What follows belongs to an exercise in optimizing a design on an open flow for small area and a short achievable clock period; a production flow would make more cautious choices.
In this exercise RTL edits were held to simulation tests only and were not proved equivalent to the original.
No activity file was given, so power comes from the tool's default toggle rates.

Setup of old:
==> module CPU, before the edit <==
module CPU(
   input wire        clk,
   input wire        rstn,
   input wire [31:0] operand_a,
   input wire [31:0] operand_b,
   input wire [2:0]  operation,
   input wire        logic_arithmetic,
   input wire        add_sub,
   output reg [31:0] alu_out
);
   wire is_add  = (operation == 3'd0) & ~add_sub;
   wire is_sub  = (operation == 3'd0) &  add_sub;
   wire is_sll  = (operation == 3'd1);
   wire is_slt  = (operation == 3'd2);
   wire is_sltu = (operation == 3'd3);
   wire is_xor  = (operation == 3'd4);
   wire is_sr   = (operation == 3'd5);
   wire is_sra  = is_sr & logic_arithmetic;
   wire is_and  = (operation == 3'd6);
   wire is_or   = (operation == 3'd7);
   wire big     = |operand_b[31:5];
   wire sub     = is_sub | is_slt | is_sltu;
   wire shift   = is_sll | is_sr;
   wire fill_in = is_sra & operand_a[31];
   wire        l4, r4, n4, l3, r3, n3;
   AND4BB u_l4 (.A_N(operation[2]), .B_N(operation[1]), .C(operation[0]), .D(operand_b[4]), .X(l4));
   AND4B  u_r4 (.A_N(operation[1]), .B(operation[2]), .C(operation[0]), .D(operand_b[4]), .X(r4));
   NAND3B u_n4 (.A_N(operation[1]), .B(operation[0]), .C(operand_b[4]), .Y(n4));
   AND4BB u_l3 (.A_N(operation[2]), .B_N(operation[1]), .C(operation[0]), .D(operand_b[3]), .X(l3));
   AND4B  u_r3 (.A_N(operation[1]), .B(operation[2]), .C(operation[0]), .D(operand_b[3]), .X(r3));
   NAND3B u_n3 (.A_N(operation[1]), .B(operation[0]), .C(operand_b[3]), .Y(n3));
   wire        sra_d, f4;
   AND4B  u_sra (.A_N(operation[1]), .B(operation[2]), .C(operation[0]), .D(logic_arithmetic), .X(sra_d));
   AND3   u_f4  (.A(sra_d), .B(operand_b[4]), .C(operand_a[31]), .X(f4));
   wire [31:0] t1n, t2;
   wire        rnf3 = r3 & ~fill_in;
   genvar k;
   generate for (k = 0; k < 32; k = k + 1) begin : sv
      if (k < 16)
         A22OI  m1 (.A1(r4), .A2(operand_a[k+16]), .B1(n4), .B2(operand_a[k]), .Y(t1n[k]));
      else
         A221OI m1 (.A1(l4), .A2(operand_a[k-16]), .B1(n4), .B2(operand_a[k]), .C1(f4), .Y(t1n[k]));
      if (k < 8)
         A221OI m2 (.A1(r3), .A2(t1n[k+8]), .B1(n3), .B2(t1n[k]), .C1(l3), .Y(t2[k]));
      else if (k >= 24)
         A221OI m2 (.A1(l3), .A2(t1n[k-8]), .B1(n3), .B2(t1n[k]), .C1(rnf3), .Y(t2[k]));
      else
         A222OI m2 (.A1(l3), .A2(t1n[k-8]), .B1(r3), .B2(t1n[k+8]), .C1(n3), .C2(t1n[k]), .Y(t2[k]));
   end endgenerate
   wire [31:0] bx = (operand_b ^ {32{sub}}) & {32{~shift}};
   wire [8:0] sh_ctl = {~operand_b[1], operand_b[1] & ~is_sll, operand_b[1] & is_sll,
                        ~operand_b[0], operand_b[0] & ~is_sll, operand_b[0] & is_sll,
                        operand_b[2:0]};
   reg [31:0] rp, rg;
   always @(posedge clk) begin
      rp <= t2 ^ bx;
      rg <= (operand_a & bx) | ({23'd0, sh_ctl} & {32{shift}});
   end
   reg cin, m_c, m_p, m_g, l2, r2, n2, ones, fill, slt_s, slt_u;
   always @(posedge clk or negedge rstn) begin
      if (!rstn) begin
         {cin, m_c, m_p, m_g, l2, r2, n2, ones, fill, slt_s, slt_u} <= 11'd0;
      end else begin
         cin   <= sub;
         m_c   <= is_add | is_sub;
         m_p   <= is_xor | is_or;
         m_g   <= is_and | is_or;
         l2    <= is_sll & operand_b[2] & ~big;
         r2    <= is_sr & operand_b[2] & ~big;
         n2    <= shift & ~operand_b[2] & ~big;
         ones  <= is_sra & big;
         fill  <= fill_in;
         slt_s <= is_slt;
         slt_u <= is_sltu;
      end
   end
   wire [31:0] alu_res;
   ALU u_ALU (
      .p(rp), .g(rg), .cin(cin), .m_c(m_c), .m_p(m_p), .m_g(m_g),
      .l2(l2), .r2(r2), .n2(n2), .ones(ones), .fill(fill), .slt_s(slt_s), .slt_u(slt_u),
      .res(alu_res)
   );
   always @(posedge clk or negedge rstn) begin
      if (!rstn) alu_out <= 32'd0;
      else       alu_out <= alu_res;
   end
endmodule
clock: 5.0 ns
lec_check: 0
cap_margin: 20
core_margin: 2
core_utilization: 40
setup_slack_margin: 3.0
slew_margin: 20
tns_end_percent: 0
standard.sh (not shown) runs the stock make flow with config.mk's settings and CLKGATE_MAP_FILE= SYNTH_SCRIPT=/design/flow/synth_recipe.tcl, a recipe that flattens the netlist after the stock synthesis.
==> flow/flow/run.sh <==
#!/bin/bash
# Layout flow: the standard ORFS flow (standard.sh) with these changes:
#  - synthesis maps the RTL's gate modules (AND3, AND4B, AND4BB, NAND3B,
#    A22OI, A221OI, A222OI, NAND2)
#    to single library cells with flow/cells_map.v before flattening (the
#    registers, and all else in synthesis, are the standard synthesis's);
#  - ABC maps the logic with flow/speed.abc (delay-driven map with area
#    recovery, buffering and gate sizing) instead of ORFS's abc_speed script;
#  - the port buffers are buf_1 cells instead of buffer_ports' default pick;
set -euo pipefail
W=$(pwd)
sed -e 's|log_cmd abc {\*}$abc_args|log_cmd abc -script '"$W"'/flow/speed.abc {*}[lrange $abc_args 2 end]|' \
    -e 's|^hierarchy -check -top $::env(DESIGN_NAME)$|&\ntechmap -map '"$W"'/flow/cells_map.v\nhierarchy -check -top $::env(DESIGN_NAME)|' \
  "$FLOW_HOME/scripts/synth.tcl" > "$W/synth_mod.tcl"
grep -q "flow/speed.abc" "$W/synth_mod.tcl"
grep -q "flow/cells_map.v" "$W/synth_mod.tcl"
sed "s|\$::env(SCRIPTS_DIR)/synth.tcl|$W/synth_mod.tcl|" synth_recipe.tcl > "$W/synth_top.tcl"
grep -q "synth_mod.tcl" "$W/synth_top.tcl"
bash standard.sh SYNTH_SCRIPT="$W/synth_top.tcl" ABC_CLOCK_PERIOD_IN_PS=1200 \
  BUFFER_PORTS_ARGS="-buffer_cell sky130_fd_sc_hd__buf_1" finish > "$W/flow_make.log" 2>&1
Other scripts of this flow, unchanged in this note and not shown: flow/flow/cells_map.v, flow/flow/speed.abc
Edits applied to the flow inputs when going from old to new:
--- a/flow/design.v
+++ b/flow/design.v
@@ -255,26 +255,18 @@
    NAND3B u_n4 (.A_N(operation[1]), .B(operation[0]), .C(operand_b[4]), .Y(n4));
    AND4BB u_l3 (.A_N(operation[2]), .B_N(operation[1]), .C(operation[0]), .D(operand_b[3]), .X(l3));
    AND4B  u_r3 (.A_N(operation[1]), .B(operation[2]), .C(operation[0]), .D(operand_b[3]), .X(r3));
    NAND3B u_n3 (.A_N(operation[1]), .B(operation[0]), .C(operand_b[3]), .Y(n3));
-   wire        sra_d, f4;
+   wire        sra_d, f4, f3;
    AND4B  u_sra (.A_N(operation[1]), .B(operation[2]), .C(operation[0]), .D(logic_arithmetic), .X(sra_d));
    AND3   u_f4  (.A(sra_d), .B(operand_b[4]), .C(operand_a[31]), .X(f4));
-   wire [31:0] t1n, t2;
-   wire        rnf3 = r3 & ~fill_in;
-   genvar k;
-   generate for (k = 0; k < 32; k = k + 1) begin : sv
-      if (k < 16)
-         A22OI  m1 (.A1(r4), .A2(operand_a[k+16]), .B1(n4), .B2(operand_a[k]), .Y(t1n[k]));
-      else
-         A221OI m1 (.A1(l4), .A2(operand_a[k-16]), .B1(n4), .B2(operand_a[k]), .C1(f4), .Y(t1n[k]));
-      if (k < 8)
-         A221OI m2 (.A1(r3), .A2(t1n[k+8]), .B1(n3), .B2(t1n[k]), .C1(l3), .Y(t2[k]));
-      else if (k >= 24)
-         A221OI m2 (.A1(l3), .A2(t1n[k-8]), .B1(n3), .B2(t1n[k]), .C1(rnf3), .Y(t2[k]));
-      else
-         A222OI m2 (.A1(l3), .A2(t1n[k-8]), .B1(r3), .B2(t1n[k+8]), .C1(n3), .C2(t1n[k]), .Y(t2[k]));
-   end endgenerate
+   AND3   u_f3  (.A(sra_d), .B(operand_b[3]), .C(operand_a[31]), .X(f3));
+   wire [31:0] t1 = ({32{l4}} & {operand_a[15:0], 16'd0})
+                  | {{16{f4}}, {16{r4}} & operand_a[31:16]}
+                  | ({32{n4}} & operand_a);
+   wire [31:0] t2 = ({32{l3}} & {t1[23:0], 8'd0})
+                  | {{8{f3}}, {24{r3}} & t1[31:8]}
+                  | ({32{n3}} & t1);
    wire [31:0] bx = (operand_b ^ {32{sub}}) & {32{~shift}};
    wire [8:0] sh_ctl = {~operand_b[1], operand_b[1] & ~is_sll, operand_b[1] & is_sll,
                         ~operand_b[0], operand_b[0] & ~is_sll, operand_b[0] & is_sll,
                         operand_b[2:0]};
### Flow results
Summary — final worst setup slack, new relative to old: higher, by 0.15 ns.
In new, the power came out 150 µW above the value in old.
new vs. old: cell-internal power went up by 4.5%.
Clock-buffer cell count down 1 in new wrt old
Where worst hold slack is concerned, old is better than new.

## afterwards: timing with drivers on the ports
The results above use ideal ports. As a check the final layouts listed here were re-extracted and re-timed, cells and wires unchanged. Step 1 (the two cells are an assumption about what drives the block):
set clk [get_ports {clk}]
set_driving_cell -lib_cell sky130_fd_sc_hd__clkbuf_16 $clk
set_driving_cell -lib_cell sky130_fd_sc_hd__buf_2 [delete_from_list [all_inputs] $clk]
Step 2 adds t to the input delays and takes it off the output delays; t is the mean of the earliest and latest rising clock arrival at the registers after step 1. Input paths then give back, and output paths get back, about the clock's delay inside the block. a / b / c = ideal / step 1 / step 2; a / b = the first two.
run | shift t [ns] | slack for setup (ns) | hold slack, ns | cell pins on the clock port's net
old | 0.399 | 2.769 / 2.737 / 2.338 | 0.627 / 0.627 / 0.627 | 1
new | 0.412 | 2.917 / 2.915 / 2.502 | 0.575 / 0.575 / 0.575 | 1
After both steps every run listed still meets setup and hold. The setup slack of old, which loses most, moves by -0.032 ns with the drivers and by -0.431 ns with both steps.
